Context: an optimization exercise on an open-source flow, tuned for small area, a short achievable clock period and few clock cycles. The choices shown serve that exercise and are no tape-out recipe. Only simulation tests tie the RTL to the original design; equivalence was not proved. The clock port is modelled as an ideal driver, which makes a skipped or thinned clock tree look cheaper than it is; a real chip needs a root buffer or a tree. Power is estimated from default activity; no workload was simulated.

Design LZ77_Encoder, start of the top module:
module LZ77_Encoder(clk,reset,chardata,valid,encode,finish,offset,match_len,char_nxt);
For scale: ~110 flip-flops, about 3500 um2 of cells after synthesis.
clock: 10.0 ns
lec_check: 0
cap_margin: 20
core_margin: 2
core_utilization: 50
place_density: 0.6
slew_margin: 20
standard.sh (not shown) runs the stock make flow with config.mk's settings and CLKGATE_MAP_FILE= SYNTH_SCRIPT=/design/flow/synth_recipe.tcl, a recipe that flattens the netlist after the stock synthesis.
==> flow/flow/run.sh <==
#!/bin/bash
# Standard ORFS layout, except: small fast port buffers, a tighter setup repair
# target, and a hand-built one-level clock tree (flow/manual_cts.tcl) in place of TritonCTS.
set -euo pipefail
KNOBS=$(cat flow/knobs.txt)
eval bash standard.sh $KNOBS PRE_CTS_TCL=$PWD/flow/manual_cts.tcl finish > standard_flow.log 2>&1
==> flow/flow/knobs.txt <==
BUFFER_PORTS_ARGS='-buffer_cell sky130_fd_sc_hd__buf_2' MATCH_CELL_FOOTPRINT=0 SETUP_SLACK_MARGIN=0 MCTS_NBUF=4 MCTS_BUF=sky130_fd_sc_hd__buf_12
Other scripts of this flow, unchanged in this note and not shown: flow/flow/manual_cts.tcl
The starting point produced a clean layout.
Testbench counts at the start, summed over its fixed seeds: cycles 49,224.
Edit:
--- a/flow/flow/run.sh
+++ b/flow/flow/run.sh
@@ -4,3 +4,3 @@
 set -euo pipefail
 KNOBS=$(cat flow/knobs.txt)
-eval bash standard.sh $KNOBS PRE_CTS_TCL=$PWD/flow/manual_cts.tcl finish > standard_flow.log 2>&1
+eval bash standard.sh $KNOBS PRE_CTS_TCL=$PWD/flow/manual_cts.tcl POST_CTS_TCL=$PWD/flow/size_out.tcl finish > standard_flow.log 2>&1
==> flow/flow/knobs.txt (replaced) <==
BUFFER_PORTS_ARGS='-buffer_cell sky130_fd_sc_hd__buf_2' MATCH_CELL_FOOTPRINT=0 SETUP_SLACK_MARGIN=7.3 MCTS_NBUF=4 MCTS_BUF=sky130_fd_sc_hd__buf_12 MOUT_CELL=sky130_fd_sc_hd__dfxtp_4
==> flow/flow/size_out.tcl (new file) <==
# POST_CTS hook: registers that drive an output port and also other logic get
# a stronger drive (MOUT_CELL), then the placement is legalised again.
set block [ord::get_db_block]
set db [ord::get_db]
set strong [$db findMaster $::env(MOUT_CELL)]
foreach bt [$block getBTerms] {
  if {[$bt getIoType] ne "OUTPUT"} { continue }
  set pnet [$bt getNet]
  # the port's buffer
  foreach it [$pnet getITerms] {
    if {![$it isOutputSignal]} { continue }
    set buf [$it getInst]
    set a [$buf findITerm A]
    set n [$a getNet]
    if {$n eq "NULL"} { continue }
    foreach d [$n getITerms] {
      if {![$d isOutputSignal]} { continue }
      set inst [$d getInst]
      set m [[$inst getMaster] getName]
      if {[llength [$n getITerms]] > 2 && [string match "sky130_fd_sc_hd__dfxtp_*" $m]} {
        puts "size_out: [$inst getName] $m -> [$strong getName]"
        $inst swapMaster $strong
      }
    }
  }
}
detailed_placement
Outcome:
- Now the flow ended with an error in 4_1_cts
- area after synthesis is unchanged
- synthesized cell count is unchanged
Edit:
==> flow/flow/run.sh (replaced) <==
#!/bin/bash
# Standard ORFS layout, except: small fast port buffers, a tighter setup repair
# target, and a hand-built one-level clock tree (flow/manual_cts.tcl) in place of TritonCTS.
set -euo pipefail
KNOBS=$(cat flow/knobs.txt)
eval bash standard.sh $KNOBS PRE_CTS_TCL=$PWD/flow/manual_cts.tcl finish > standard_flow.log 2>&1
==> flow/flow/knobs.txt (replaced) <==
BUFFER_PORTS_ARGS='-buffer_cell sky130_fd_sc_hd__buf_2' MATCH_CELL_FOOTPRINT=0 SETUP_SLACK_MARGIN=7.3 MCTS_NBUF=4 MCTS_BUF=sky130_fd_sc_hd__buf_12
removed: flow/flow/size_out.tcl
What happened: The new run passed the timing, DRC and antenna checks. Synthesized area is unchanged. Synthesized cell count is unchanged.
Edit:
--- a/flow/flow/run.sh
+++ b/flow/flow/run.sh
@@ -4,3 +4,3 @@
 set -euo pipefail
 KNOBS=$(cat flow/knobs.txt)
-eval bash standard.sh $KNOBS PRE_CTS_TCL=$PWD/flow/manual_cts.tcl finish > standard_flow.log 2>&1
+eval bash standard.sh $KNOBS PRE_CTS_TCL=$PWD/flow/manual_cts.tcl POST_CTS_TCL=$PWD/flow/size_out.tcl finish > standard_flow.log 2>&1
==> flow/flow/knobs.txt (replaced) <==
BUFFER_PORTS_ARGS='-buffer_cell sky130_fd_sc_hd__buf_2' MATCH_CELL_FOOTPRINT=0 SETUP_SLACK_MARGIN=7.3 MCTS_NBUF=4 MCTS_BUF=sky130_fd_sc_hd__buf_12 MOUT_CELL=sky130_fd_sc_hd__dfxtp_4
==> flow/flow/size_out.tcl (new file) <==
# POST_CTS hook: registers that drive an output port and also other logic get
# a stronger drive (MOUT_CELL), then the placement is legalised again.
set block [ord::get_db_block]
set db [ord::get_db]
set strong [$db findMaster $::env(MOUT_CELL)]
foreach bt [$block getBTerms] {
  if {[$bt getIoType] ne "OUTPUT"} { continue }
  set pnet [$bt getNet]
  # the port's buffer
  foreach it [$pnet getITerms] {
    if {![$it isOutputSignal]} { continue }
    set buf [$it getInst]
    set a [$buf findITerm A]
    if {$a eq "NULL" || $a eq ""} { continue }
    set n [$a getNet]
    if {$n eq "NULL" || $n eq ""} { continue }
    foreach d [$n getITerms] {
      if {![$d isOutputSignal]} { continue }
      set inst [$d getInst]
      set m [[$inst getMaster] getName]
      if {[llength [$n getITerms]] > 2 && [string match "sky130_fd_sc_hd__dfxtp_*" $m]} {
        puts "size_out: [$inst getName] $m -> [$strong getName]"
        $inst swapMaster $strong
      }
    }
  }
}
detailed_placement
Result: The new run finished clean; via count rises by 0.75%; register-to-register slack barely changes; flip-flop and latch count does not change; sequential power is about the same; setup slack gains 0.021 ns; power falls by 0.41%; clock power is about the same; final area rises by 0.70%.
In the first, third and fourth runs of this note the design's own scripts or RTL, not TritonCTS, make the clock network.

---

run A:
LZ77_Encoder, a different RTL version from the one above (not shown whole).
Size: ~110 flip-flops.
clock: 10.0 ns
lec_check: 0
cap_margin: 20
core_margin: 2
core_utilization: 50
place_density: 0.6
slew_margin: 20
==> flow/flow/run.sh <==
#!/bin/bash
# Standard ORFS layout (the standard.sh, standard synthesis), except:
#  - port buffers are sky130_fd_sc_hd__buf_2 and may be resized across footprints;
#  - a tighter setup repair target (SETUP_SLACK_MARGIN in knobs.txt);
#  - a hand-built one-level clock tree (flow/manual_cts.tcl) in place of TritonCTS;
#  - after CTS, cells with slack to spare are downsized (flow/post_cts.tcl).
# The whole make output goes to standard_flow.log; ORFS keeps each step's log
# under orfs/logs/.
set -euo pipefail
KNOBS=$(cat flow/knobs.txt)
eval bash standard.sh $KNOBS PRE_CTS_TCL=$PWD/flow/manual_cts.tcl POST_CTS_TCL=$PWD/flow/post_cts.tcl finish > standard_flow.log 2>&1
==> flow/flow/knobs.txt <==
BUFFER_PORTS_ARGS='-buffer_cell sky130_fd_sc_hd__buf_2' MATCH_CELL_FOOTPRINT=0 SETUP_SLACK_MARGIN=7.35 MCTS_NBUF=4 MCTS_BUF=sky130_fd_sc_hd__buf_12
Other scripts of this flow, unchanged in this note and not shown: flow/flow/manual_cts.tcl, flow/flow/post_cts.tcl
Run A did not stop at any stage, and its layout met the timing, DRC and antenna checks.
Testbench counts of run A, summed over its fixed seeds: cycles 49,224.
#### Input delta (run B over run A)
==> flow/flow/run.sh <==
#!/bin/bash
# Standard ORFS layout, except: small fast port buffers, a tighter setup repair
# target, and a hand-built one-level clock tree (flow/manual_cts.tcl) in place of TritonCTS.
set -euo pipefail
KNOBS=$(cat flow/knobs.txt)
eval bash standard.sh $KNOBS PRE_CTS_TCL=$PWD/flow/manual_cts.tcl POST_CTS_TCL=$PWD/flow/post_cts.tcl finish > standard_flow.log 2>&1
Results
Run B vs. run A: number of vias per cell now sits at about the same level; total standard cell area after synthesis now sits at about the same level; utilization now sits at about the same level; post-route standard cell area excluding fillers now sits at about the same level.
As far as first-iteration DRC count goes, run B and run A are indistinguishable; the numbers are identical.
--- input diff run B..run C ---
==> flow/flow/knobs.txt <==
BUFFER_PORTS_ARGS='-buffer_cell sky130_fd_sc_hd__buf_2' MATCH_CELL_FOOTPRINT=0 SETUP_SLACK_MARGIN=7.3 MCTS_NBUF=4 MCTS_BUF=sky130_fd_sc_hd__buf_12
Total count of max-transition violations in the final report of run B is on par with run C.
Compare run B and run C | post-route fraction of the period consumed by the critical path higher: run C
Summary of run C over run B: data arrival time at the worst-slack endpoint climbed 0.03 ns; final worst setup slack dropped 0.024 ns.
Comparing run C against run B, there is no change at all in via count of the first global-routing pass.
Going from run B to run C, routed wire length on met2 grows by about 0.55%.
Diff run B..run C | total setup violations reported at the end of the flow | unchanged
Run B was larger in final cell area than run C.
~same routed wire length in run B and run C
Relative to run C, the following input files were edited for run D:
- PLACE_DENSITY changed from 0.6 to 0.7
- CORE_UTILIZATION changed from 50 to 65
==> flow/flow/run.sh <==
#!/bin/bash
# Standard ORFS layout (the standard.sh, standard synthesis), except:
#  - port buffers are sky130_fd_sc_hd__buf_2 and may be resized across footprints;
#  - a tighter setup repair target (SETUP_SLACK_MARGIN in knobs.txt);
#  - a hand-built one-level clock tree (flow/manual_cts.tcl) in place of TritonCTS;
#  - after CTS, cells with slack to spare are downsized (flow/post_cts.tcl).
# The whole make output goes to standard_flow.log; ORFS keeps each step's log
# under orfs/logs/.
set -euo pipefail
KNOBS=$(cat flow/knobs.txt)
eval bash standard.sh $KNOBS PRE_CTS_TCL=$PWD/flow/manual_cts.tcl POST_CTS_TCL=$PWD/flow/post_cts.tcl finish > standard_flow.log 2>&1
==> flow/flow/knobs.txt <==
BUFFER_PORTS_ARGS='-buffer_cell sky130_fd_sc_hd__buf_2' MATCH_CELL_FOOTPRINT=0 SETUP_SLACK_MARGIN=7.35 MCTS_NBUF=4 MCTS_BUF=sky130_fd_sc_hd__buf_12
[summary]
Per the comparison of run D with run C, die area went down 1600 um^2, final setup slack of the worst path higher, multi-input logic portion of the cell area rose by 0.35 points. Diff run D..run C | total power | negligible. Via count of the routed design deteriorates in run D relative to run C.
In every run of this note, the design's own scripts or RTL, not TritonCTS, make the clock network.

==> port drivers added, routing unchanged <==
How much do the figures lean on ideal ports? The routed layouts below were timed once more, with nothing changed but the port constraints. Step 1, drivers: a clkbuf_16 drives clk and a buf_2 each remaining input, both assumed. Step 2, shift: input delay + t, output delay - t, t = (earliest + latest rising clock arrival at the registers) / 2. This alone moves slack from input paths to output paths. a / b / c = ideal ports / drivers / drivers and shift; a / b = the first two.
run	t, ns	slack for setup (ns)	worst hold slack (ns)	worst setup path after step 2	worst data-port slew with drivers (ns)
the first run of note 1	0.215	7.319 / 7.237 / 7.452	0.366 / 0.366 / 0.366	register to output	0.03
the third run of note 1	0.217	7.346 / 7.264 / 7.481	0.362 / 0.362 / 0.362	register to output	0.03
the fourth run of note 1	0.215	7.367 / 7.285 / 7.500	0.362 / 0.363 / 0.363	register to output	0.03
run A	0.208	7.386 / 7.306 / 7.278	0.355 / 0.355 / 0.355	input to register	0.03
run B	0.208	7.386 / 7.306 / 7.278	0.355 / 0.355 / 0.355	input to register	0.03
run C	0.209	7.362 / 7.281 / 7.285	0.355 / 0.355 / 0.355	input to register	0.03
run D	0.210	7.370 / 7.288 / 7.273	0.356 / 0.356 / 0.356	input to register	0.03
After both steps setup and hold are still met in every run listed.
